Background: an optimization exercise with open tools, aiming at small area. Do not read the settings as production practice.
Only simulation tests tie the RTL to the original design; equivalence was not proved.
Power and IR drop assume default switching activity.

File: design.v
module b_clk(clk,rst,baud_trig_tx);
input clk,rst;
output logic baud_trig_tx;
logic [2:0] q;
always_ff @(posedge clk) begin
  if (rst) q <= 3'b001;
  else     q <= {q[1:0], q[2]^q[1]};
end
assign baud_trig_tx = (q == 3'b010);
endmodule
function automatic [3:0] updn4(input [3:0] c, input up, input dn);
  logic [3:0] x;
  logic [3:0] t;
  x = c ^ {4{dn}};
  t[0] = up | dn;
  t[1] = t[0] & x[0];
  t[2] = t[1] & x[1];
  t[3] = t[2] & x[2];
  updn4 = c ^ t;
endfunction
function automatic [7:0] sel16(input [127:0] m, input [3:0] a);
  sel16 = 8'd0;
  for (int k = 0; k < 16; k++)
    sel16 = sel16 | (m[k*8 +: 8] & {8{a == k[3:0]}});
endfunction
module tx_fifo(clk,reset,wr_en,d_in,pop,count,cur,full);
input clk,reset,wr_en,pop;
input [7:0] d_in;
output logic [3:0] count;
output logic [7:0] cur;
output logic full;
reg [7:0] mem [0:15];
logic [127:0] flat;
logic we;
integer i;
assign full = (count == 4'd15);
assign we = wr_en & ~full;
always_comb for (int k = 0; k < 16; k++) flat[k*8 +: 8] = mem[k];
assign cur = sel16(flat, count);
always_ff @(posedge clk) begin
  if (we) begin
    mem[0] <= d_in;
    for (i = 1; i < 16; i = i + 1) mem[i] <= mem[i-1];
  end
end
always_ff @(posedge clk) begin
  if (reset) count <= 4'd0;
  else count <= updn4(count, we & ~pop, pop & ~we);
end
endmodule
module rx_fifo(clk,reset,shift,rx,done,rd_en,d_out,nonempty);
input clk,reset,shift,rx,done,rd_en;
output logic [7:0] d_out;
output logic nonempty;
reg [7:0] mem [0:15];
logic [127:0] flat;
logic [3:0] count;
logic full, we, pop;
integer i;
assign full = (count == 4'd15);
assign nonempty = (count != 4'd0);
assign we = done & ~full;
assign pop = rd_en & nonempty;
always_comb begin
  flat[7:0] = 8'd0;
  for (int k = 1; k < 16; k++) flat[k*8 +: 8] = mem[k];
end
always_ff @(posedge clk) begin
  if (shift) mem[0] <= {mem[0][6:0], rx};
  if (we)
    for (i = 1; i < 16; i = i + 1) mem[i] <= mem[i-1];
end
always_ff @(posedge clk) begin
  if (reset) begin
    count <= 4'd0;
    d_out <= 8'd0;
  end else begin
    count <= updn4(count, we & ~pop, pop & ~we);
    if (pop) d_out <= sel16(flat, count);
  end
end
endmodule
module uart_tx(clk,rst,nonempty,baud_trig,cur,pop,tx);
input logic clk,rst,nonempty,baud_trig;
input logic [7:0] cur;
output logic pop,tx;
logic [3:0] s;
logic idle, load, adv, bit_;
localparam [3:0] S_IDLE=4'd12, S_LOAD=4'd11, S_START=4'd10, S_PAR=4'd9, S_STOP=4'd0;
assign idle = (s == S_IDLE);
assign load = (s == S_LOAD);
assign pop = idle & nonempty;
assign adv = pop | load | (baud_trig & ~idle & ~load);
always_comb begin
  case (s[2:0])
    3'd0: bit_ = cur[7];
    3'd1: bit_ = cur[0];
    3'd2: bit_ = cur[1];
    3'd3: bit_ = cur[2];
    3'd4: bit_ = cur[3];
    3'd5: bit_ = cur[4];
    3'd6: bit_ = cur[5];
    default: bit_ = cur[6];
  endcase
end
always_ff @(posedge clk) begin
  if (rst) begin
    s <= S_IDLE;
    tx <= 1'b1;
  end else if (adv) begin
    s <= (s == S_STOP) ? S_IDLE : s ^ {~|s[2:0], ~|s[1:0], ~s[0], 1'b1};
    if (baud_trig & ~idle & ~load)
      tx <= (s == S_START) ? 1'b0 : (s == S_PAR) ? ^cur : (s == S_STOP) ? 1'b1 : bit_;
  end
end
endmodule
module uart_rx(clk,rst,rx,shift,done);
input logic clk,rst,rx;
output logic shift,done;
logic [3:0] cnt;
logic [2:0] ph;
logic r1, hunt, start, sample, last;
assign hunt = (ph == 3'b000) & ~r1;
assign start = hunt & ~rx;
assign sample = (ph == 3'b010);
assign last = cnt[3] & ~cnt[1];       
assign shift = sample & ~cnt[3];
always_ff @(posedge clk) begin
  r1 <= rst;
  if (rst | (sample & last)) ph <= 3'b000;
  else if (start) ph <= 3'b100;
  else ph <= {ph[1:0], ph[2]^ph[1]};
  if (rst | (sample & last)) cnt <= 4'd14;
  else if (sample) cnt <= cnt ^ {&cnt[2:0], &cnt[1:0], cnt[0], 1'b1};
  done <= ~rst & sample & last;
end
endmodule
module uart_top(clk,reset,rd_en,wr_en,d_in,d_out,tx_full,rx_empty,tx,rx);
input clk,reset,wr_en;
input rd_en,rx;
input [7:0]d_in;
output tx;
output logic [7:0]d_out;
output logic rx_empty;
output logic tx_full;
logic baud_trig_tx, nonempty, pop, shift, done;
logic [3:0] tcount;
logic [7:0] cur;
b_clk   b_c(clk,reset,baud_trig_tx);
tx_fifo tx_ff(clk,reset,wr_en,d_in,pop,tcount,cur,tx_full);
uart_tx tx1(clk,reset,(tcount != 4'd0),baud_trig_tx,cur,pop,tx);
uart_rx rx1(clk,reset,rx,shift,done);
rx_fifo rx_ff(clk,reset,shift,rx,done,rd_en,d_out,rx_empty);
endmodule
File: flow/run.sh
#!/bin/bash
# Layout flow: the standard ORFS flow with an area-oriented ABC mapping
# of the combinational logic, smaller port buffers and a clock tree built
# from fewer, larger sink clusters. Every tool's output goes to a log file
# in this folder.
set -uo pipefail
W=$PWD
RES=$W/orfs/results/$FLOW_PLATFORM/uart_top/base

bash standard.sh synth > $W/log_1_standard_synth.txt 2>&1 || exit 1
cp $RES/1_2_yosys.v $W/ref_1_2_yosys.v
rm -rf $W/orfs

# 2. the same synthesis with an area-oriented ABC script
sed "s#log_cmd abc {\*}\$abc_args#set abc_args [lreplace \$abc_args 1 1 $W/flow/area.abc]\n  log_cmd abc {*}\$abc_args#" \
  $FLOW_HOME/scripts/synth.tcl > $W/synth_area.tcl
sed "s#source \$::env(SCRIPTS_DIR)/synth.tcl#source $W/synth_area.tcl#" synth_recipe.tcl > $W/synth_recipe_area.tcl
ok=1
SS=$W/synth_recipe_area.tcl
bash standard.sh SYNTH_SCRIPT=$W/synth_recipe_area.tcl synth > $W/log_2_area_synth.txt 2>&1 || ok=0
if [[ $ok == 1 ]]; then
  python3 $W/flow/flopcmp.py $W/ref_1_2_yosys.v $RES/1_2_yosys.v > $W/log_3_flopcmp.txt 2>&1 || ok=0
fi
if [[ $ok == 0 ]]; then
  echo "area synthesis unusable; falling back to the standard synthesis" >> $W/log_3_flopcmp.txt
  rm -rf $W/orfs
  SS=$W/synth_recipe.tcl
  bash standard.sh synth > $W/log_2_fallback_synth.txt 2>&1 || exit 1
fi

# 3. the rest of the standard flow
export BUFFER_PORTS_ARGS="-buffer_cell sky130_fd_sc_hd__buf_1"
export CTS_ARGS="-sink_clustering_enable -repair_clock_nets -dont_use_dummy_load -buf_list sky130_fd_sc_hd__clkbuf_4 -sink_clustering_size 8 -sink_clustering_max_diameter 25"
bash standard.sh SYNTH_SCRIPT=$SS finish > $W/log_4_finish.txt 2>&1 || exit 1
test -f $W/out/final.def
File: flow/area.abc
strash
dch
map -a
topo
strash
dch
map -a
&get -n
&st
&dch
&nf -R 1000 -p
&put
File: flow/flopcmp.py
# Compare the flip-flops of two synthesized netlists: same instance names,
# same cell types (drive strength ignored). Exit 0 when they match.
import re, sys
def flops(path):
    out = {}
    txt = open(path).read()
    for m in re.finditer(r'^\s*(sky130_fd_sc_hd__(\w+?)_\d+)\s+(\\\S+|\S+)\s*\(', txt, re.M):
        base = m.group(2)
        if re.match(r'(e?df|sdf|dl)', base):
            out[m.group(3)] = base
    return out
a, b = flops(sys.argv[1]), flops(sys.argv[2])
print(f"flops: reference {len(a)}, area synthesis {len(b)}")
if a != b:
    for k in sorted(set(a) ^ set(b))[:20]: print("differs:", k, a.get(k), b.get(k))
    for k in sorted(set(a) & set(b)):
        if a[k] != b[k]: print("type differs:", k, a[k], b[k])
    sys.exit(1)
print("flops match")
File: standard.sh
#!/bin/bash
# synth_recipe.tcl (not shown) runs the flow's synth.tcl, then flattens the netlist and writes it again
# the make line also repeats each setting of config.mk as NAME=value (left out here)
make -C /OpenROAD-flow-scripts/flow DESIGN_CONFIG=/design/flow/config.mk WORK_HOME=/design/flow/orfs CLKGATE_MAP_FILE= SYNTH_SCRIPT=/design/flow/synth_recipe.tcl "${@:-finish}"
File: config.mk
export PLATFORM = sky130hd
export DESIGN_NAME = uart_top
export DESIGN_NICKNAME = uart_top
export VERILOG_FILES = /design/flow/design.v
export SDC_FILE = /design/flow/constraint.sdc
export NUM_CORES = 4
export LEC_CHECK = 0
export CAP_MARGIN = 20
export CORE_MARGIN = 2
export CORE_UTILIZATION = 70
export PLACE_DENSITY = 0.8
export SLEW_MARGIN = 20
File: constraint.sdc
create_clock -name core_clock -period 10.0 [get_ports {clk}]
set_input_delay 2.0000 -clock core_clock [delete_from_list [all_inputs] [get_ports {clk}]]
set_output_delay 2.0000 -clock core_clock [all_outputs]
set_load 0.01 [all_outputs]
==> run summary, run 1 <==
max_slew headroom 29.3%; Reg clk slew, reported paths 90 ps; Worst-Margin Slew 1050 ps; CP Data Arrival Time 1910 ps; Synth Instances 631; area of placed instances 11,000 um^2; setup violators final 0; largest net degree at the start of global routing 103; CP Capture Type output pin; crit path launch type register; die area around 16,000 um^2; Achievable Freq around 260 MHz; first-pass detailed-route iteration total 6; FF-to-FF path depth 17; setup bufs post-CTS 0; Clk pwr share a little over a quarter; Worst Path Max Fanout 10; first-pass GRT wire length around 35,000 um; Int Pwr 1.72 mW; number of routed nets with antenna violations 0; Vias between 6k and 7k; RR Startpoint tx_ff.count[1]; final max-slew violation count 0; Req. time, crit path ~8000 ps; hold depth 0; clk_skew around 63 ps; initial antenna violation count 1; TNS Setup 0 ps; Total Wirelength 22,200 um; clock network latency to the later pin of the worst-skew pair 660 ps; post-synthesis cell type count 38; H-tree Lvls 2; Die Height about 130 um; r2r setup slk around 6200 ps; number of CTS-inserted buffers 55; layout cells sized above 1 between 10% and 20%; sequential share of the synthesized area between 70% and 80%; synthesis-to-finish area growth 8.55%; RSZ-0062 raised after global routing false; post-route non-filler standard cell count between 900 and 1k; post-route cell area roughly 11,000 um^2; PortBufs 23; CP Launch Point tx_ff.count[2]; Max Root-Sink Buffers 3; Inserted Diodes 0; gpl congestion around 0.86; number of synthesized flops with an enable pin around 260; core area 14,600 um^2; final core occ around four fifths; vias in the first global route approximately 6.4k; YS warnings 7; FP Rows 44; CTS tree done; dpl cells about 860; HPWL Detailed around 14,000 um; area of the multi-input gates around 2100 um^2; FF-to-FF End tx1.tx; Tot Pwr 2.32 mW; Worst IR Drop VDD between 0.00015 and 0.0002 V; Initial DRC Count around 1.2k; DR DRC count 0; post-synthesis cell area ~11,000 um^2; Tcrit/Tclk final 39.1%; CTS Hold Bufs 0; maxcap violations 0; Syn Area/Cell 16.7 um^2; CTS root buffer clkbuf_4; vias per std cell 7.10; Static Leak 3.73 nW; Comb pwr share between 10% and 20%; sw frac roughly 26%; WS Path Type reg -> out; Reg power frac 59.9%; width of the die approximately 130 um; post-cts sizing count 0; hold path start rx_ff.mem[4][0]; nets@finish 751; type of the tightest min-delay check reg -> reg; pwr/cell area ~200 nW/um^2; Reg area 8350 um^2; CTS sink count slightly below 300; Seq cells post-synth 289; syn_nets 650; Post-synth ARST share 0%; DR WL/cell between 20 and 25 um; sw power around 0.60 mW; Most used DFF post-synth edfxtp_1; fillcell total roughly 830; GRT Resource Usage Total 28.7%; status timing/DRC/antenna clean; initial core utilization 72.0%; I/O pin total 24; gr ovfl total 0; final hold vios 0; final worst path period need between 3000 and 4000 ps; hold endpoint rx_ff.mem[5][0]
==> power groups by stage <==
| stage | clock network [mW] | registers (mW) | logic, mW |
|---|---|---|---|
| after detailed placement | 0 | 1.41 | 0.302 |
| final | 0.619 | 1.39 | 0.310 |
| after floorplan | 0 | 1.40 | 0.212 |
| after CTS | 0.631 | 1.39 | 0.303 |
| after global routing | 0.686 | 1.39 | 0.335 |
| after global placement | 0 | 1.41 | 0.282 |
==> cells in the mapped netlist, drive strengths merged (11+ instances only) <==
cell / number / area [um^2]
nand3: 13 / 65.1
nor3: 18 / 90.1
a222oi: 20 / 200
dfxtp: 33 / 661
nand2: 31 / 116
clkinv: 13 / 48.8
edfxtp: 256 / 7690
a22oi: 62 / 465
a221oi: 15 / 131
a21oi: 22 / 110
nor2: 42 / 158
xor2: 11 / 96.3
nand4: 17 / 106
==> stage by stage <==
step / setup slack [ps] / hold WS, ps
detailed placement: 5990 / 424
global placement: 6090 / 403
global route: 5860 / 425
floorplan: 4300 / 400
finish: 6090 / 422
CTS: 6070 / 417
==> per-layer routing <==
metal	share of wire, %	up-vias	GRT usage [%]
met5	0.059	-	0
met4	2.7	2	12.8
met3	14	65	8.27
met2	42	494	39.1
met1	41	3130	44.0
li1	-	2800	-
==> cells by family (layout without fill, tap and decap cells) <==
| logic type | count (synthesis) | after routing | share of synthesized area (%) |
|---|---|---|---|
| flops | 289 | 289 | 79.2 |
| compound gates | 162 | 162 | 11.6 |
| simple gates | 144 | 144 | 6.55 |
| xor+xnor | 15 | 15 | 1.25 |
| buf+inv | 13 | 112 | 0.463 |
| fa+ha+maj | 6 | 6 | 0.712 |
| mux | 2 | 2 | 0.190 |
==> layout by cell type, fill, tap and decap left out, types with 13 or more instances in the layout <==
cell      synthesis  routed
buf_4             0      20
clkbuf_4          0      55
nor3_1           18      17
buf_1             0      23
nand3_1          13      13
a221oi_1         15      15
a21oi_1          22      22
nand2_1          31      31
dfxtp_1          33      33
nor2_1           42      42
a222oi_1         20      20
a22oi_1          62      62
edfxtp_1        256     256
nand4_1          17      17
==> worst max path at each step <==
stage	end	slack, ps	cells past startpoint
finish	tx_full	6090	4
global route	tx1.tx	5860	17
CTS	tx_full	6070	4
detailed placement	tx_ff.mem[15][6]	5990	4
global placement	rx_ff.count[3]	6090	9
floorplan	tx_ff.mem[0][0]	4300	2
==> registers in the layout (all words and copies together) (netlist names) <==
name,flops
rx_ff.count,4
rx1.cnt,4
tx_ff.count,4
rx1.done,1
tx1.s,4
rx_ff.mem,128
rx1.r1,1
tx1.tx,1
rx_ff.d_out,8
tx_ff.mem,128
rx1.ph,3
b_c.q,3
==> critical path, stage by stage (launching register included) <==
cell and delay, ps:
dfxtp_1 520, nand2_1 210, nor2_1 150, buf_4 220, buf_1 170
==> cell type report <==
class	instances	area share, %
sequential	289	73.0
multi-input combinational	329	18.8
clock buffer	55	3.61
timing repair buffer	44	2.17
tap	184	2.01
inverter	13	0.470
==> run 2: changes to the inputs <==
--- a/design.v
+++ b/design.v
@@ -125,4 +125,5 @@
 assign sample = (ph == 3'b010);
-assign last = cnt[3] & ~cnt[1];       
+assign last = cnt[3] & ~cnt[1];             
 assign shift = sample & ~cnt[3];
+assign done = cnt[3] & cnt[2] & ~cnt[1];    
 always_ff @(posedge clk) begin
@@ -132,5 +133,5 @@
   else ph <= {ph[1:0], ph[2]^ph[1]};
-  if (rst | (sample & last)) cnt <= 4'd14;
-  else if (sample) cnt <= cnt ^ {&cnt[2:0], &cnt[1:0], cnt[0], 1'b1};
-  done <= ~rst & sample & last;
+  if (rst) cnt <= 4'd14;
+  else if (sample & last) cnt <= 4'd13;
+  else if (sample | done) cnt <= cnt ^ {&cnt[2:0], &cnt[1:0], cnt[0], 1'b1};
 end
--- a/flow/run.sh
+++ b/flow/run.sh
@@ -32,3 +32,3 @@
 export BUFFER_PORTS_ARGS="-buffer_cell sky130_fd_sc_hd__buf_1"
-export CTS_ARGS="-sink_clustering_enable -repair_clock_nets -dont_use_dummy_load -buf_list sky130_fd_sc_hd__clkbuf_4 -sink_clustering_size 8 -sink_clustering_max_diameter 25"
+export CTS_ARGS="-sink_clustering_enable -repair_clock_nets -dont_use_dummy_load -buf_list sky130_fd_sc_hd__clkbuf_4 -sink_clustering_size 8 -sink_clustering_max_diameter 40"
 bash standard.sh SYNTH_SCRIPT=$SS finish > $W/log_4_finish.txt 2>&1 || exit 1
--- a/config.mk
+++ b/config.mk
@@ -7,6 +7,7 @@
 export LEC_CHECK = 0
-export CAP_MARGIN = 20
+export CAP_MARGIN = 10
 export CORE_MARGIN = 2
 export CORE_UTILIZATION = 70
+export GPL_TIMING_DRIVEN = 0
 export PLACE_DENSITY = 0.8
-export SLEW_MARGIN = 20
+export SLEW_MARGIN = 10
==> run summary, run 2 <==
vias per std cell 7.09 (was 7.10); RSZ-0062 raised after global routing false (unchanged); synthesis-to-finish area growth 7.36% (was 8.55%); vias in the first global route 6,294 (was 6,434); WS Path Type reg -> out (unchanged); Simple-Gate Fraction of Synth Area 6.99% (was 6.55%); post-synthesis mux area share 0% (was 0.190%); Clk pwr share 24.0% (was 26.7%); core area 14,600 um^2 (unchanged); CTS Hold Bufs 0 (unchanged); CP Data Arrival Time 2450 ps (was 1910 ps); FF-to-FF path depth 15 (was 17); crit path launch type register (unchanged); Synth Area in Adders 0.713% (was 0.712%); hold depth 0 (unchanged); DR WL/cell 24.4 um (was 24.3 um); post-cts sizing count 0 (unchanged); Achievable Freq 225 MHz (was 256 MHz); final hold vios 0 (unchanged); post-synth top area share 73.0% (was 72.9%); Static Leak 3.62 nW (was 3.73 nW); I/O pin total 24 (unchanged); number of CTS-inserted buffers 42 (was 55); syn_nets 660 (was 650); pwr/cell area 202 nW/um^2 (was 203 nW/um^2); nets@finish 736 (was 751); Seq cells post-synth 288 (was 289); largest registers rx_ff.mem: 128 flops, tx_ff.mem: 128 flops, rx_ff.d_out: 8 flops (unchanged); Post-synth ARST share 0% (unchanged); Die Height 127 um (about the same); setup violators final 0 (unchanged); Comb pwr share 14.6% (was 13.4%); gpl congestion 0.790 (was 0.862); sw power 0.612 mW (was 0.599 mW); CTS sink count 288 (was 289); setup bufs post-CTS 0 (unchanged); Vias 6,376 (was 6,491); Worst IR Drop VDD 0.000137 V (was 0.000174 V); CP Capture Type output pin (unchanged); leading area contributor after synthesis edfxtp_1 (unchanged); layout cells sized above 1 7.97% (was 10.8%); Tcrit/Tclk final 44.5% (was 39.1%); first-pass detailed-route iteration total 5 (was 6); Synth Instances 641 (was 631); GRT Resource Usage Total 27.7% (was 28.7%); final worst path period need 4450 ps (was 3910 ps); Int Pwr 1.68 mW (was 1.72 mW); die area 16,000 um^2 (was 16,100 um^2); Post-synth top cells edfxtp_1 (256), a22oi_1 (75), nor2_1 (48) (was edfxtp_1 (256), a22oi_1 (62), nor2_1 (42)); clock network latency to the later pin of the worst-skew pair 620 ps (was 660 ps); first-pass GRT wire length 33,800 um (was 34,800 um); final max-slew violation count 0 (unchanged); Req. time, crit path 8000 ps (about the same); initial antenna violation count 0 (was 1); largest net degree at the start of global routing 88 (was 103); sequential share of the synthesized area 79.1% (was 79.2%); Total Wirelength 21,900 um (was 22,200 um); max_slew headroom 7.56% (was 29.3%); YS warnings 7 (unchanged); Synth area leaders edfxtp_1 (73%), dfxtp_1 (6.1%), a22oi_1 (5.3%) (was edfxtp_1 (73%), dfxtp_1 (6.3%), a22oi_1 (4.4%)); FP Rows 44 (unchanged); post-synthesis xor/xnor area fraction 1.08% (was 1.25%); H-tree Lvls 2 (unchanged); HPWL Detailed 13,700 um (was 13,800 um); Tot Pwr 2.29 mW (was 2.32 mW); Initial DRC Count 1,068 (was 1,158); Inserted Diodes 0 (unchanged); number of synthesized flops with an enable pin 256 (unchanged); Most used DFF post-synth edfxtp_1 (unchanged); clk_skew 29.0 ps (was 63.2 ps); Max Root-Sink Buffers 3 (unchanged); gr ovfl total 0 (unchanged); post-synthesis compound-gate area fraction 11.7% (was 11.6%); PortBufs 23 (unchanged); initial core utilization 71.9% (was 72.0%); Syn Area/Cell 16.4 um^2 (was 16.7 um^2); TNS Setup 0 ps (unchanged); commonest non-fill, non-tap cell in the layout edfxtp_1 (unchanged); main combinational cell family by area after synthesis compound AO/OA/AOI/OAI gates (unchanged); most common cell in the netlist edfxtp_1 (unchanged); Reg clk slew, reported paths 90 ps (about the same); DR DRC count 0 (unchanged); width of the die 127 um (about the same); number of routed nets with antenna violations 0 (unchanged); maxcap violations 0 (unchanged); CTS tree done (unchanged); type of the tightest min-delay check reg -> reg (unchanged); post-synthesis cell area 10,500 um^2 (about the same); Worst Path Max Fanout 10 (unchanged); post-synthesis cell type count 40 (was 38); most frequent cells in the layout edfxtp_1 (256), a22oi_1 (75), nor2_1 (48) (was edfxtp_1 (256), a22oi_1 (62), clkbuf_4 (55)); Worst-Margin Slew 1380 ps (was 1050 ps); Reg power frac 61.4% (was 59.9%); CTS root buffer clkbuf_4 (unchanged); sw frac 26.8% (was 25.9%); status timing/DRC/antenna clean (unchanged)
[run 2: changes by cell type in the layout (fill, tap and decap cells not counted), sizes merged, moves of 4 or more]
cell | previous run | this run
a22oi | 62 | 75
clkbuf | 55 | 42
buf | 44 | 32
nand4 | 17 | 23
nor2 | 42 | 48
a221oi | 15 | 10
a211oi | 6 | 2
a31oi | 0 | 4
[run 2: logic make-up after synthesis]
family,Yosys count
AOI/OAI and AO/OA,166
and+or+nand+nor,154
adders and majority gates,6
buffers and inverters,14
DFF,288
xor gates and xnor gates,13
[run 2: final timing paths]
kind	start	endpoint	slack, ps
max reg2reg	tx_ff.count[0]	tx1.tx	6240
max	tx_ff.count[2]	tx_full	5550
min	tx_ff.mem[14][6]	tx_ff.mem[15][6]	440
min reg2reg	tx_ff.mem[14][6]	tx_ff.mem[15][6]	440
[run 2: power by group through the flow]
stage	combinational, mW	clock [mW]	sequential, mW
6_report	0.335	0.550	1.40
3_5_place_dp	0.325	0	1.43
5_1_grt	0.362	0.603	1.41
2_1_floorplan	0.228	0	1.42
3_3_place_gp	0.300	0	1.43
4_1_cts	0.327	0.559	1.40
[run 2: metal layers]
metal,global-route usage [%],routed length (um)
met1,41.8,8860
met2,40.3,10100
met3,7.80,2560
met4,9.24,401
met5,0,0
[run 2: area by class of cell]
| type | instances | area, um^2 |
|---|---|---|
| flip-flops and latches | 288 | 8330 |
| repair buffers | 32 | 199 |
| well taps | 184 | 230 |
| fillers | 845 | 3340 |
| inverters | 14 | 62.6 |
| clock buffers | 42 | 315 |
| multi-input cells | 339 | 2170 |
[run 2: worst max-delay path, cell delays in order, from the launching register on]
cell and delay, ps:
dfxtp_1 550, nand2_1 220, nor2_1 820, buf_1 220
[run 2: stage by stage]
step / hold slack (ps) / utilization, % / cells / area [um^2] / setup slack, ps
after detailed placement: 434 / 75.0 / 856 / 11000 / 5880
after global placement: 407 / 74.1 / 848 / 10800 / 3310
after global routing: 437 / 77.2 / 899 / 11300 / 5470
after CTS: 432 / 77.2 / 898 / 11300 / 5590
after floorplan: 400 / - / 641 / 10500 / 4300
final: 438 / 77.2 / 899 / 11300 / 5550
==> run 3: changes to the inputs <==
--- a/design.v
+++ b/design.v
@@ -87,4 +87,4 @@
 logic [3:0] s;
-logic idle, load, adv, bit_;
-localparam [3:0] S_IDLE=4'd12, S_LOAD=4'd11, S_START=4'd10, S_PAR=4'd9, S_STOP=4'd0;
+logic idle, load, go;
+localparam [3:0] S_PAR=4'd8, S_START=4'd9, S_LOAD=4'd10, S_IDLE=4'd11, S_STOP=4'd15;
 assign idle = (s == S_IDLE);
@@ -92,15 +92,3 @@
 assign pop = idle & nonempty;
-assign adv = pop | load | (baud_trig & ~idle & ~load);
-always_comb begin
-  case (s[2:0])
-    3'd0: bit_ = cur[7];
-    3'd1: bit_ = cur[0];
-    3'd2: bit_ = cur[1];
-    3'd3: bit_ = cur[2];
-    3'd4: bit_ = cur[3];
-    3'd5: bit_ = cur[4];
-    3'd6: bit_ = cur[5];
-    default: bit_ = cur[6];
-  endcase
-end
+assign go = baud_trig & ~idle & ~load;
 always_ff @(posedge clk) begin
@@ -109,6 +97,5 @@
     tx <= 1'b1;
-  end else if (adv) begin
-    s <= (s == S_STOP) ? S_IDLE : s ^ {~|s[2:0], ~|s[1:0], ~s[0], 1'b1};
-    if (baud_trig & ~idle & ~load)
-      tx <= (s == S_START) ? 1'b0 : (s == S_PAR) ? ^cur : (s == S_STOP) ? 1'b1 : bit_;
+  end else begin
+    if (pop | load | go) s <= (s == S_STOP) ? S_IDLE : s - 4'd1;
+    if (go) tx <= s[3] ? (s[0] ? s[1] : ^cur) : cur[s[2:0]];
   end
--- a/flow/run.sh
+++ b/flow/run.sh
@@ -32,3 +32,3 @@
 export BUFFER_PORTS_ARGS="-buffer_cell sky130_fd_sc_hd__buf_1"
-export CTS_ARGS="-sink_clustering_enable -repair_clock_nets -dont_use_dummy_load -buf_list sky130_fd_sc_hd__clkbuf_4 -sink_clustering_size 8 -sink_clustering_max_diameter 40"
+export CTS_ARGS="-sink_clustering_enable -repair_clock_nets -dont_use_dummy_load -buf_list sky130_fd_sc_hd__clkbuf_4 -sink_clustering_size 10 -sink_clustering_max_diameter 35"
 bash standard.sh SYNTH_SCRIPT=$SS finish > $W/log_4_finish.txt 2>&1 || exit 1
==> flow/area.abc (replaced) <==
strash
dch -f
map -a
topo
strash
dch -f
map -a
&get -n
&st
&dch
&nf -R 1000 -p
&put
&get -n
&st
&dch
&nf -R 1000 -p
&put
==> run summary, run 3 <==
synthesis-to-finish area growth 6.73% (was 7.36%); layout cells sized above 1 7.24% (was 7.97%); vias per std cell 7.14 (was 7.09); width of the die 126 um (was 127 um); Synth Instances 626 (was 641); vias in the first global route 6,013 (was 6,294); Worst IR Drop VDD 0.000112 V (was 0.000137 V); CTS tree done (unchanged); clk_skew 58.0 ps (was 29.0 ps); Achievable Freq 231 MHz (was 225 MHz); post-synth top area share 73.4% (was 73.0%); H-tree Lvls 2 (unchanged); commonest non-fill, non-tap cell in the layout edfxtp_1 (unchanged); WS Path Type reg -> out (unchanged); sequential share of the synthesized area 79.5% (was 79.1%); final worst path period need 4330 ps (was 4450 ps); CTS root buffer clkbuf_4 (unchanged); Synth area leaders edfxtp_1 (73%), dfxtp_1 (6.1%), a22oi_1 (4.8%) (was edfxtp_1 (73%), dfxtp_1 (6.1%), a22oi_1 (5.3%)); pwr/cell area 206 nW/um^2 (was 202 nW/um^2); FP Rows 44 (unchanged); I/O pin total 24 (unchanged); DR WL/cell 24.2 um (was 24.4 um); leading area contributor after synthesis edfxtp_1 (unchanged); setup violators final 0 (unchanged); gpl congestion 0.873 (was 0.790); type of the tightest min-delay check reg -> reg (unchanged); Req. time, crit path 8000 ps (about the same); number of synthesized flops with an enable pin 256 (unchanged); Tot Pwr 2.31 mW (was 2.29 mW); YS warnings 7 (unchanged); hold depth 0 (unchanged); most frequent cells in the layout edfxtp_1 (256), a22oi_1 (67), nor2_1 (40) (was edfxtp_1 (256), a22oi_1 (75), nor2_1 (48)); first-pass GRT wire length 32,700 um (was 33,800 um); Syn Area/Cell 16.7 um^2 (was 16.4 um^2); largest net degree at the start of global routing 111 (was 88); fillcell total 817 (was 845); hold endpoint tx_ff.mem[6][7] (was tx_ff.mem[15][6]); Worst Path Max Fanout 10 (unchanged); Initial DRC Count 950 (was 1,068); FF-to-FF End tx1.tx (unchanged); FF-to-FF path depth 13 (was 15); Total Wirelength 21,200 um (was 21,900 um); Worst-Margin Slew 1290 ps (was 1380 ps); Reg clk slew, reported paths 100 ps (was 90 ps); post-synthesis cell area 10,500 um^2 (about the same); largest registers rx_ff.mem: 128 flops, tx_ff.mem: 128 flops, rx_ff.d_out: 8 flops (unchanged); initial antenna violation count 0 (unchanged); fin worst setup slack 5670 ps (was 5550 ps); Static Leak 3.57 nW (was 3.62 nW); Max Root-Sink Buffers 3 (unchanged); CTS sink count 288 (unchanged); pre-CTS setup slack 5870 ps (was 5880 ps); status timing/DRC/antenna clean (unchanged); Seq cells post-synth 288 (unchanged); DR DRC count 0 (unchanged); gr ovfl total 0 (unchanged); number of routed nets with antenna violations 0 (unchanged); die area 16,000 um^2 (about the same); number of CTS-inserted buffers 37 (was 42); Vias 6,247 (was 6,376); RSZ-0062 raised after global routing false (unchanged); final max-slew violation count 0 (unchanged); post-cts sizing count 0 (unchanged); core area 14,600 um^2 (about the same); Tcrit/Tclk final 43.3% (was 44.5%); first-pass detailed-route iteration total 6 (was 5); initial core utilization 71.8% (was 71.9%); RR Startpoint tx_ff.count[2] (was tx_ff.count[0]); crit path launch type register (unchanged); TNS Setup 0 ps (unchanged); CTS Hold Bufs 0 (unchanged); CP Capture Type output pin (unchanged); Die Height 126 um (was 127 um); most common cell in the netlist edfxtp_1 (unchanged); PortBufs 23 (unchanged); maxcap violations 0 (unchanged); post-synthesis cell type count 35 (was 40); r2r setup slk 6320 ps (was 6240 ps); Fin Hold WS 434 ps (was 438 ps); Post-synth top cells edfxtp_1 (256), a22oi_1 (67), nor2_1 (40) (was edfxtp_1 (256), a22oi_1 (75), nor2_1 (48)); nets@finish 713 (was 736); final hold vios 0 (unchanged); HPWL Detailed 13,400 um (was 13,700 um); syn_nets 646 (was 660); setup bufs post-CTS 0 (unchanged); Inserted Diodes 0 (unchanged); clock network latency to the later pin of the worst-skew pair 640 ps (was 620 ps); hold path start tx_ff.mem[5][7] (was tx_ff.mem[14][6]); max_slew headroom 13.4% (was 7.56%); CP Data Arrival Time 2330 ps (was 2450 ps); Post-synth ARST share 0% (unchanged); GRT Resource Usage Total 26.9% (was 27.7%); Most used DFF post-synth edfxtp_1 (unchanged)
## run 3: layout make-up
class	instances	area, um^2	share of cell area, %
sequential	288	8330	74.5
tap	184	230	2.06
inverter	11	51.3	0.459
multi-input combinational	327	2130	19.1
timing repair buffer	28	160	1.43
clock buffer	37	278	2.48
## run 3: layer usage
metal	GRT usage (%)	share of wire (%)	wire length [um]	up-vias
met2	39.1	45	9600	436
li1	-	-	-	2713
met5	0	0	0	-
met1	41.5	41	8590	3053
met3	5.40	12	2520	45
met4	10.0	2.3	480	0
## run 3: worst max path at each step
| stage | start | end | slack, ps | cells past startpoint |
|---|---|---|---|---|
| 2_1_floorplan | wr_en | tx_ff.mem[0][0] | 4300 | 2 |
| 5_1_grt | tx_ff.count[2] | tx_full | 5560 | 3 |
| 6_report | tx_ff.count[2] | tx_full | 5670 | 3 |
| 3_5_place_dp | rd_en | rx_ff.count[3] | 5870 | 9 |
| 3_3_place_gp | wr_en | tx_ff.mem[0][2] | 3250 | 3 |
| 4_1_cts | tx_ff.count[2] | tx_full | 5740 | 3 |
## run 3: worst max-delay path, cell delays in order (launching register included)
cell     delay (ps)
dfxtp_1         570
nand2_1         210
nor2_1          690
buf_1           220
## run 3: through the flow
step | util, % | cell area (um^2) | cells
floorplan | - | 10500 | 626
global placement | 74.0 | 10800 | 833
detailed placement | 74.6 | 10900 | 836
CTS | 76.5 | 11200 | 873
global route | 76.6 | 11200 | 875
finish | 76.6 | 11200 | 875
## run 3: logic make-up after synthesis
logic type               after synthesis  share of synthesized area, %
adder cells (fa/ha/maj)                7                         0.836
XOR/XNOR                              14                          1.17
flip-flops                           288                          79.5
buffers and inverters                 11                         0.394
AND/OR/NAND/NOR                      140                          6.28
multiplexers                           1                        0.0956
AO/OA/AOI/OAI                        165                          11.7
## run 3: report_power, final
| part | leakage [nW] | total, mW | switching [mW] | internal (mW) |
|---|---|---|---|---|
| Sequential | 2.67 | 1.41 | 0.0455 | 1.36 |
| Combinational | 0.733 | 0.383 | 0.237 | 0.146 |
| Clock | 0.170 | 0.518 | 0.347 | 0.171 |
==> run 4: changes to the inputs <==
==> flow/area.abc (replaced) <==
strash
&get -n
&st
&dch -f
&nf -R 1000 -p
&put
&get -n
&st
&dch -f
&nf -R 1000 -p
&put
&get -n
&st
&dch -f
&nf -R 1000 -p
&put
==> run summary, run 4 <==
status timing/DRC/antenna clean (unchanged); post-synthesis cell type count 36 (was 35); final max-slew violation count 0 (unchanged); vias per std cell 6.88 (was 7.14); post-synth top area share 73.7% (was 73.4%); CP Data Arrival Time 2140 ps (was 2330 ps); setup violators final 0 (unchanged); DR WL/cell 21.8 um (was 24.2 um); CTS root buffer clkbuf_4 (unchanged); hold depth 0 (unchanged); post-synthesis cell area 10,400 um^2 (was 10,500 um^2); HPWL Detailed 12,000 um (was 13,400 um); number of CTS-inserted buffers 40 (was 37); syn_nets 620 (was 646); Post-synth ARST share 0% (unchanged); core area 14,500 um^2 (was 14,600 um^2); width of the die 126 um (about the same); YS warnings 7 (unchanged); first-pass detailed-route iteration total 9 (was 6); final hold vios 0 (unchanged); CTS Hold Bufs 0 (unchanged); most frequent cells in the layout edfxtp_1 (256), a22oi_1 (41), clkbuf_4 (40) (was edfxtp_1 (256), a22oi_1 (67), nor2_1 (40)); maxcap violations 0 (unchanged); most common cell in the netlist edfxtp_1 (unchanged); sequential share of the synthesized area 79.9% (was 79.5%); Most used DFF post-synth edfxtp_1 (unchanged); area of the multi-input gates 2080 um^2 (was 2130 um^2); crit path launch type register (unchanged); Tcrit/Tclk final 41.4% (was 43.3%); Post-synth top cells edfxtp_1 (256), a22oi_1 (41), a222oi_1 (36) (was edfxtp_1 (256), a22oi_1 (67), nor2_1 (40)); Seq cells post-synth 288 (unchanged); pwr/cell area 209 nW/um^2 (was 206 nW/um^2); post-cts sizing count 0 (unchanged); Worst Path Max Fanout 9 (was 10); final worst path period need 4140 ps (was 4330 ps); CP Capture Type output pin (unchanged); Reg area 8330 um^2 (unchanged); largest net degree at the start of global routing 86 (was 111); Vias 5,844 (was 6,247); setup bufs post-CTS 0 (unchanged); number of routed nets with antenna violations 0 (unchanged); Worst-Margin Slew 1140 ps (was 1290 ps); clk_skew 61.3 ps (was 58.0 ps); Worst IR Drop VDD 0.000157 V (was 0.000112 V); vias in the first global route 5,855 (was 6,013); DR DRC count 0 (unchanged); Tot Pwr 2.33 mW (was 2.31 mW); gr ovfl total 0 (unchanged); type of the tightest min-delay check reg -> reg (unchanged); PortBufs 23 (unchanged); GRT Resource Usage Total 24.0% (was 26.9%); Initial DRC Count 736 (was 950); commonest non-fill, non-tap cell in the layout edfxtp_1 (unchanged); CTS sink count 288 (unchanged); Req. time, crit path 8000 ps (about the same); initial core utilization 71.7% (was 71.8%); clock network latency to the later pin of the worst-skew pair 640 ps (about the same); Total Wirelength 18,500 um (was 21,200 um); largest registers rx_ff.mem: 128 flops, tx_ff.mem: 128 flops, rx_ff.d_out: 8 flops (unchanged); layout cells sized above 1 7.06% (was 7.24%); Synth Instances 600 (was 626); Achievable Freq 242 MHz (was 231 MHz); I/O pin total 24 (unchanged); leading area contributor after synthesis edfxtp_1 (unchanged); RSZ-0062 raised after global routing false (unchanged); Inserted Diodes 0 (unchanged); nets@finish 688 (was 713); initial antenna violation count 0 (unchanged); synthesis-to-finish area growth 6.68% (was 6.73%); Max Root-Sink Buffers 3 (unchanged); gpl congestion 0.812 (was 0.873); first-pass GRT wire length 29,900 um (was 32,700 um); number of synthesized flops with an enable pin 256 (unchanged); die area 15,900 um^2 (was 16,000 um^2); max_slew headroom 23.1% (was 13.4%); Die Height 126 um (about the same); WS Path Type reg -> out (unchanged); CTS tree done (unchanged); Syn Area/Cell 17.4 um^2 (was 16.7 um^2); TNS Setup 0 ps (unchanged); FP Rows 44 (unchanged); FF-to-FF path depth 12 (was 13); Synth area leaders edfxtp_1 (74%), dfxtp_1 (6.1%), a222oi_1 (3.5%) (was edfxtp_1 (73%), dfxtp_1 (6.1%), a22oi_1 (4.8%)); Reg clk slew, reported paths 100 ps (about the same); H-tree Lvls 2 (unchanged); fillcell total 852 (was 817); Static Leak 3.53 nW (was 3.57 nW)
run 4: changes by cell type after synthesis, sizes merged, moves of 9 or more:
cell,change
a21oi,-11
nand3,+15
nand2,-17
nand4,-17
a22oi,-26
nor3,+9
a222oi,+18
run 4: critical path, stage by stage (launching register included):
cell and delay, ps:
dfxtp_1 540, nand2_1 220, nor2_1 530, buf_1 210
run 4: layout make-up:
class	instances	area share [%]
clock buffers	40	2.70
inverters	6	0.292
multi-input cells	306	18.7
flip-flops and latches	288	74.9
well taps	184	2.07
repair buffers	26	1.35
run 4: power by group:
part	internal [mW]	switching (mW)	total [mW]
Combinational	0.171	0.226	0.397
Sequential	1.36	0.0460	1.41
Clock	0.184	0.342	0.526
run 4: kinds of logic (layout without fill, tap and decap cells):
| family | after synthesis | after routing | share of synthesized area [%] |
|---|---|---|---|
| adders and majority gates | 7 | 7 | 0.840 |
| xor gates and xnor gates | 19 | 19 | 1.60 |
| and+or+nand+nor | 137 | 137 | 6.42 |
| AOI/OAI and AO/OA | 140 | 140 | 10.8 |
| DFF | 288 | 288 | 79.9 |
| buffers and inverters | 6 | 72 | 0.216 |
| muxes | 3 | 3 | 0.288 |
run 4: worst paths after layout:
check | from | to | slack, ps
hold / removal | tx_ff.mem[14][1] | tx_ff.mem[15][1] | 410
setup reg to reg | tx_ff.count[0] | tx1.tx | 6440
setup / recovery | tx_ff.count[0] | tx_full | 5860
hold reg to reg | tx_ff.mem[14][1] | tx_ff.mem[15][1] | 410
run 4: routing by layer:
layer | up-vias | part of all wire, % | GRT usage [%]
met4 | 0 | 2.7 | 10.1
met1 | 2853 | 43 | 35.7
met5 | - | 0 | 0
met3 | 52 | 8.4 | 4.84
li1 | 2657 | - | -
met2 | 282 | 46 | 35.7
run 4: stage by stage:
stage | std cells | setup slack [ps] | hold slack [ps] | instance area [um^2] | utilization (%)
6_report | 850 | 5860 | 412 | 11100 | 76.5
5_1_grt | 850 | 5650 | 428 | 11100 | 76.5
4_1_cts | 850 | 5810 | 407 | 11100 | 76.5
3_5_place_dp | 810 | 5670 | 430 | 10800 | 74.5
3_3_place_gp | 807 | 3270 | 409 | 10700 | 73.9
2_1_floorplan | 600 | 4300 | 400 | 10400 | -
==> run 5: changes to the inputs <==
--- a/design.v
+++ b/design.v
@@ -86,5 +86,5 @@
 output logic pop,tx;
-logic [3:0] s;
-logic idle, load, go;
-localparam [3:0] S_PAR=4'd8, S_START=4'd9, S_LOAD=4'd10, S_IDLE=4'd11, S_STOP=4'd15;
+logic [3:0] s, sn;
+logic idle, load, adv;
+localparam [3:0] S_IDLE=4'd12, S_LOAD=4'd11;
 assign idle = (s == S_IDLE);
@@ -92,3 +92,4 @@
 assign pop = idle & nonempty;
-assign go = baud_trig & ~idle & ~load;
+assign adv = pop | load | (baud_trig & ~idle);
+assign sn = (s == 4'd0) ? S_IDLE : s - 4'd1;
 always_ff @(posedge clk) begin
@@ -97,5 +98,5 @@
     tx <= 1'b1;
-  end else begin
-    if (pop | load | go) s <= (s == S_STOP) ? S_IDLE : s - 4'd1;
-    if (go) tx <= s[3] ? (s[0] ? s[1] : ^cur) : cur[s[2:0]];
+  end else if (adv) begin
+    s <= sn;
+    tx <= sn[3] ? ((sn[2] | sn[1]) | (~sn[0] & ^cur)) : cur[sn[2:0]];
   end
==> run summary, run 5 <==
status timing/DRC/antenna clean (unchanged); Req. time, crit path 8000 ps (about the same); Total Wirelength 18,800 um (was 18,500 um); Simple-Gate Fraction of Synth Area 6.26% (was 6.42%); FP Rows 44 (unchanged); post-synthesis compound-gate area fraction 11.1% (was 10.8%); Worst-Margin Slew 1230 ps (was 1140 ps); die area 15,800 um^2 (was 15,900 um^2); main combinational cell family by area after synthesis compound AO/OA/AOI/OAI gates (unchanged); CTS Hold Bufs 0 (unchanged); Synth Instances 599 (was 600); nets@finish 682 (was 688); clk_skew 72.7 ps (was 61.3 ps); fin worst setup slack 5850 ps (was 5860 ps); YS warnings 7 (unchanged); first-pass detailed-route iteration total 8 (was 9); post-synthesis mux area share 0.289% (was 0.288%); final max-slew violation count 0 (unchanged); syn_nets 616 (was 620); post-synthesis cell area 10,400 um^2 (about the same); Achievable Freq 241 MHz (was 242 MHz); setup violators final 0 (unchanged); core area 14,500 um^2 (unchanged); sw power 0.652 mW (was 0.614 mW); Synth Area in Adders 0.482% (was 0.840%); most common cell in the netlist edfxtp_1 (unchanged); Reg clk slew, reported paths 110 ps (was 100 ps); Die Height 126 um (about the same); synthesis-to-finish area growth 6.56% (was 6.68%); Inserted Diodes 0 (unchanged); final worst path period need 4150 ps (was 4140 ps); CTS root buffer clkbuf_4 (unchanged); post-synth top area share 74.0% (was 73.7%); Synth area leaders edfxtp_1 (74%), dfxtp_1 (6.2%), a222oi_1 (3.6%) (was edfxtp_1 (74%), dfxtp_1 (6.1%), a222oi_1 (3.5%)); setup bufs post-CTS 0 (unchanged); gr ovfl total 0 (unchanged); leading area contributor after synthesis edfxtp_1 (unchanged); number of synthesized flops with an enable pin 256 (unchanged); I/O pin total 24 (unchanged); Clk pwr share 21.8% (was 22.6%); type of the tightest min-delay check reg -> reg (unchanged); Vias 5,894 (was 5,844); Post-synth ARST share 0% (unchanged); HPWL Detailed 12,300 um (was 12,000 um); RSZ-0062 raised after global routing false (unchanged); CP Capture Type output pin (unchanged); Reg power frac 59.6% (was 60.4%); layout cells sized above 1 6.79% (was 7.06%); crit path launch type register (unchanged); TNS Setup 0 ps (unchanged); Int Pwr 1.73 mW (was 1.72 mW); Seq cells post-synth 288 (unchanged); CTS sink count 288 (unchanged); PortBufs 23 (unchanged); max_slew headroom 17.7% (was 23.1%); Static Leak 3.51 nW (was 3.53 nW); most frequent cells in the layout edfxtp_1 (256), nor2_1 (41), a22oi_1 (41) (was edfxtp_1 (256), a22oi_1 (41), clkbuf_4 (40)); CTS tree done (unchanged); dpl cells 809 (was 810); maxcap violations 0 (unchanged); CP Data Arrival Time 2150 ps (was 2140 ps); post-route non-filler standard cell count 847 (was 850); GRT Resource Usage Total 24.1% (was 24.0%); clock network latency to the later pin of the worst-skew pair 650 ps (was 640 ps); Syn Area/Cell 17.3 um^2 (was 17.4 um^2); DR WL/cell 22.2 um (was 21.8 um); largest registers rx_ff.mem: 128 flops, tx_ff.mem: 128 flops, rx_ff.d_out: 8 flops (unchanged); Initial DRC Count 927 (was 736); gpl congestion 0.811 (was 0.812); post-synthesis cell type count 37 (was 36); number of CTS-inserted buffers 38 (was 40); post-cts sizing count 0 (unchanged); commonest non-fill, non-tap cell in the layout edfxtp_1 (unchanged); initial core utilization 71.5% (was 71.7%); vias in the first global route 5,766 (was 5,855); largest net degree at the start of global routing 66 (was 86); Worst Path Max Fanout 9 (unchanged); Comb pwr share 18.7% (was 17.0%); sw frac 27.4% (was 26.4%); H-tree Lvls 2 (unchanged); final hold vios 0 (unchanged); number of routed nets with antenna violations 0 (unchanged); pre-CTS setup slack 5850 ps (was 5670 ps); vias per std cell 6.96 (was 6.88); WS Path Type reg -> out (unchanged); final core occ 76.2% (was 76.5%); DR DRC count 0 (unchanged); first-pass GRT wire length 29,600 um (was 29,900 um); Most used DFF post-synth edfxtp_1 (unchanged); pwr/cell area 215 nW/um^2 (was 209 nW/um^2); Worst IR Drop VDD 0.000155 V (was 0.000157 V); Post-synth top cells edfxtp_1 (256), a22oi_1 (41), nor2_1 (41) (was edfxtp_1 (256), a22oi_1 (41), a222oi_1 (36)); post-synthesis xor/xnor area fraction 1.60% (about the same); width of the die 126 um (about the same); Max Root-Sink Buffers 3 (unchanged); sequential share of the synthesized area 80.2% (was 79.9%); initial antenna violation count 0 (unchanged); Tcrit/Tclk final 41.5% (was 41.4%)
==> run 5: kinds of logic after synthesis <==
family | Yosys count
adders and majority gates | 4
muxes | 3
AOI/OAI and AO/OA | 144
xor gates and xnor gates | 19
buffers and inverters | 4
and+or+nand+nor | 137
DFF | 288
==> run 5: power groups by stage <==
stage / logic [mW] / registers [mW] / clock network [mW]
2_1_floorplan: 0.321 / 1.43 / 0
3_3_place_gp: 0.402 / 1.44 / 0
3_5_place_dp: 0.436 / 1.44 / 0
4_1_cts: 0.437 / 1.42 / 0.533
5_1_grt: 0.483 / 1.42 / 0.580
6_report: 0.444 / 1.42 / 0.518
==> run 5: routing by layer <==
| metal | GRT usage, % | up-vias | wire length [um] |
|---|---|---|---|
| li1 | - | 2664 | - |
| met1 | 35.0 | 2878 | 7740 |
| met2 | 37.1 | 311 | 8850 |
| met3 | 5.99 | 41 | 1810 |
| met4 | 7.69 | 0 | 405 |
| met5 | 0 | - | 0 |
==> run 5: path summary, 6_finish.rpt <==
path	start	end	slack, ps	depth (start not counted)
min reg2reg	rx_ff.mem[0][7]	rx_ff.mem[1][7]	420	0
min	rx_ff.mem[0][7]	rx_ff.mem[1][7]	420	0
max reg2reg	tx_ff.count[1]	tx1.tx	6280	13
max	tx_ff.count[2]	tx_full	5850	3
==> run 5: per-stage QoR <==
step / instance area (um^2) / hold slack [ps] / power, mW
3_3_place_gp: 10700 / 404 / 1.84
5_1_grt: 11100 / 438 / 2.49
6_report: 11100 / 423 / 2.38
3_5_place_dp: 10800 / 416 / 1.88
2_1_floorplan: 10400 / 400 / 1.75
4_1_cts: 11100 / 429 / 2.39
==> run 5: layout make-up <==
type                            instances  area [um^2]
Tap cell                              184          230
Fill cell                             884         3460
Inverter                                4         25.0
Multi-Input combinational cell        307         2050
Sequential cell                       288         8330
Clock buffer                           38          285
Timing Repair Buffer                   26          150
==> run 5: critical path: stages (launching register included) <==
cell and delay [ps]:
dfxtp_1 550, nand2_1 220, nor2_1 530, buf_1 210
==> run 6: changes to the inputs <==
--- a/flow/run.sh
+++ b/flow/run.sh
@@ -32,3 +32,3 @@
 export BUFFER_PORTS_ARGS="-buffer_cell sky130_fd_sc_hd__buf_1"
-export CTS_ARGS="-sink_clustering_enable -repair_clock_nets -dont_use_dummy_load -buf_list sky130_fd_sc_hd__clkbuf_4 -sink_clustering_size 10 -sink_clustering_max_diameter 35"
+export CTS_ARGS="-sink_clustering_enable -repair_clock_nets -dont_use_dummy_load -buf_list sky130_fd_sc_hd__clkbuf_4 -sink_clustering_size 10 -sink_clustering_max_diameter 45"
 bash standard.sh SYNTH_SCRIPT=$SS finish > $W/log_4_finish.txt 2>&1 || exit 1
==> run summary, run 6 <==
largest registers rx_ff.mem: 128 flops, tx_ff.mem: 128 flops, rx_ff.d_out: 8 flops (unchanged); core area 14,500 um^2 (unchanged); synthesis-to-finish area growth 6.27% (was 6.56%); Vias 5,872 (was 5,894); gpl congestion 0.811 (unchanged); initial core utilization 71.5% (unchanged); global route hottest layer met2 (unchanged); syn_nets 616 (unchanged); layout cells sized above 1 6.22% (was 6.79%); Worst IR Drop VDD 0.000157 V (was 0.000155 V); met3 Usage GRT 5.65% (was 5.99%); CTS root buffer clkbuf_4 (unchanged); commonest non-fill, non-tap cell in the layout edfxtp_1 (unchanged); PortBufs 23 (unchanged); final worst path period need 4110 ps (was 4150 ps); largest net degree at the start of global routing 66 (unchanged); max incr delay on CP 550 ps (about the same); final hold vios 0 (unchanged); TNS Setup 0 ps (unchanged); Total Wirelength 18,800 um (about the same); Static Leak 3.49 nW (was 3.51 nW); M1 GR Usage 34.5% (was 35.0%); Most used DFF post-synth edfxtp_1 (unchanged); H-tree Lvls 2 (unchanged); Initial DRC Count 1,004 (was 927); vias in the first global route 5,733 (was 5,766); Slowest-stage cell, CP dfxtp_1 (unchanged); final max-slew violation count 0 (unchanged); max_slew headroom 16.2% (was 17.7%); FF-to-FF path depth 13 (unchanged); setup violators final 0 (unchanged); CP Capture Type output pin (unchanged); width of the die 126 um (unchanged); pwr/cell area 213 nW/um^2 (was 215 nW/um^2); CTS tree done (unchanged); nets@finish 678 (was 682); initial antenna violation count 0 (unchanged); hold depth 0 (unchanged); Worst Path Max Fanout 10 (was 9); r2r setup slk 6380 ps (was 6280 ps); Tot Pwr 2.36 mW (was 2.38 mW); gr ovfl total 0 (unchanged); RR Startpoint tx_ff.count[1] (unchanged); CP Data Arrival Time 2110 ps (was 2150 ps); leading area contributor after synthesis edfxtp_1 (unchanged); number of CTS-inserted buffers 34 (was 38); sequential share of the synthesized area 80.2% (unchanged); CTS sink count 288 (unchanged); FF-to-FF End tx1.tx (unchanged); first-pass detailed-route iteration total 8 (unchanged); Inserted Diodes 0 (unchanged); Req. time, crit path 8000 ps (about the same); clk_skew 39.7 ps (was 72.7 ps); Post-synth ARST share 0% (unchanged); CTS Hold Bufs 0 (unchanged); Post-synth top cells edfxtp_1 (256), a22oi_1 (41), nor2_1 (41) (unchanged); WS Path Type reg -> out (unchanged); clock network latency to the later pin of the worst-skew pair 630 ps (was 650 ps); Reg clk slew, reported paths 110 ps (about the same); post-synthesis cell type count 37 (unchanged); crit path launch type register (unchanged); maxcap violations 0 (unchanged); CP Cell Sequence nand2_1 > nor2_1 > buf_1 (unchanged); first-pass GRT wire length 29,400 um (was 29,600 um); DR WL/cell 22.3 um (was 22.2 um); final core occ 76.0% (was 76.2%); met2 usage 36.8% (was 37.1%); status timing/DRC/antenna clean (unchanged); DR DRC count 0 (unchanged); hold endpoint rx_ff.mem[14][2] (was rx_ff.mem[1][7]); setup bufs post-CTS 0 (unchanged); Seq cells post-synth 288 (unchanged); FP Rows 44 (unchanged); post-synthesis cell area 10,400 um^2 (unchanged); Max Root-Sink Buffers 3 (unchanged); Tcrit/Tclk final 41.1% (was 41.5%); Die Height 126 um (unchanged); type of the tightest min-delay check reg -> reg (unchanged); post-synth top area share 74.0% (unchanged); most frequent cells in the layout edfxtp_1 (256), nor2_1 (41), a22oi_1 (41) (unchanged); Synth area leaders edfxtp_1 (74%), dfxtp_1 (6.2%), a222oi_1 (3.6%) (unchanged); Achievable Freq 243 MHz (was 241 MHz); hold path start rx_ff.mem[13][2] (was rx_ff.mem[0][7]); number of synthesized flops with an enable pin 256 (unchanged); die area 15,800 um^2 (unchanged); HPWL Detailed 12,300 um (unchanged); vias per std cell 6.97 (was 6.96); YS warnings 7 (unchanged); post-cts sizing count 0 (unchanged); Worst-Margin Slew 1250 ps (was 1230 ps); Syn Area/Cell 17.3 um^2 (unchanged); most common cell in the netlist edfxtp_1 (unchanged); Fin Hold WS 429 ps (was 423 ps); GRT Resource Usage Total 23.9% (was 24.1%); number of routed nets with antenna violations 0 (unchanged); Synth Instances 599 (unchanged); I/O pin total 24 (unchanged); RSZ-0062 raised after global routing false (unchanged)
[run 6: area by class of cell]
cell class	count	area, um^2
Fill cell	880	3490
Sequential cell	288	8330
Tap cell	184	230
Timing Repair Buffer	26	150
Inverter	4	25.0
Multi-Input combinational cell	307	2050
Clock buffer	34	255
[run 6: where the power goes]
| group | switching (mW) | internal [mW] | total (mW) |
|---|---|---|---|
| Clock | 0.339 | 0.158 | 0.497 |
| Sequential | 0.0506 | 1.37 | 1.42 |
| Combinational | 0.258 | 0.185 | 0.443 |
| Total | 0.648 | 1.71 | 2.36 |
[run 6: worst max-delay path, delay by kind of cell, from the launching register on]
| family | cells | cell delay [ps] |
|---|---|---|
| buf+inv | 1 | 210 |
| flops | 1 | 550 |
| simple gates | 2 | 760 |
[run 6: how the worst max path moves through the flow]
stage                   start               to  slack (ps)  cells past startpoint
3_5_place_dp            rd_en   rx_ff.count[3]        5850                      8
3_3_place_gp            wr_en  tx_ff.mem[0][3]        3320                      3
2_1_floorplan           wr_en  tx_ff.mem[0][0]        4300                      2
6_report       tx_ff.count[1]          tx_full        5890                      3
5_1_grt        tx_ff.count[2]          tx_full        5730                      3
4_1_cts        tx_ff.count[1]          tx_full        5820                      3
[run 6: layer usage]
| layer | up-vias | part of all wire, % | routed length [um] |
|---|---|---|---|
| met3 | 49 | 9.8 | 1840 |
| li1 | 2641 | - | - |
| met2 | 325 | 47 | 8880 |
| met5 | - | 0 | 0 |
| met1 | 2857 | 40 | 7610 |
| met4 | 0 | 2.5 | 461 |
[run 6: logic make-up (layout without fill, tap and decap cells)]
family                     Yosys count  in the layout  share of synthesized area [%]
AOI/OAI and AO/OA                  144            144                           11.1
buffers and inverters                4             64                          0.144
and+or+nand+nor                    137            137                           6.26
xor gates and xnor gates            19             19                           1.60
DFF                                288            288                           80.2
adders and majority gates            4              4                          0.482
muxes                                3              3                          0.289
[run 6: per-stage QoR]
stage               setup WS [ps]  instance area (um^2)  instances
floorplan                    4300                 10400        599
global placement             3320                 10700        806
detailed placement           5850                 10800        809
CTS                          5820                 11000        843
global route                 5730                 11000        843
finish                       5890                 11000        843

-- re-timing with driven ports --
How much do the figures lean on ideal ports? The routed layouts below were timed once more, with nothing changed but the port constraints.
Step 1 sets driving cells, clkbuf_16 on the clock port and buf_2 on the other inputs (assumed; they add their load-dependent delay and slew).
Step 2 times the ports against the registers' clock, not the clock port: input delays grow and output delays shrink by t, the midpoint of the rising clock arrivals with the driver on.
a / b / c = ideal ports / drivers / drivers and shift; a / b = the first two.
run | t (ns) | slack for setup (ns) | worst register clock-pin slew, ns | worst slew at a driven data input, ns | pins driven straight from the clock port
run 1 | 0.674 | 6.087 / 6.047 / 5.953 | 0.09 / 0.09 | 0.04 | 1
run 2 | 0.649 | 5.552 / 5.516 / 5.782 | 0.09 / 0.09 | 0.03 | 1
run 3 | 0.651 | 5.665 / 5.627 / 5.795 | 0.11 / 0.11 | 0.03 | 1
run 4 | 0.643 | 5.865 / 5.827 / 5.629 | 0.11 / 0.11 | 0.04 | 1
run 5 | 0.643 | 5.852 / 5.818 / 5.745 | 0.11 / 0.11 | 0.03 | 1
run 6 | 0.647 | 5.887 / 5.849 / 5.770 | 0.11 / 0.11 | 0.03 | 1
After both steps every run listed still meets setup and hold. The setup slack of run 4, which loses most, moves by -0.038 ns with the drivers and by -0.236 ns with both steps.
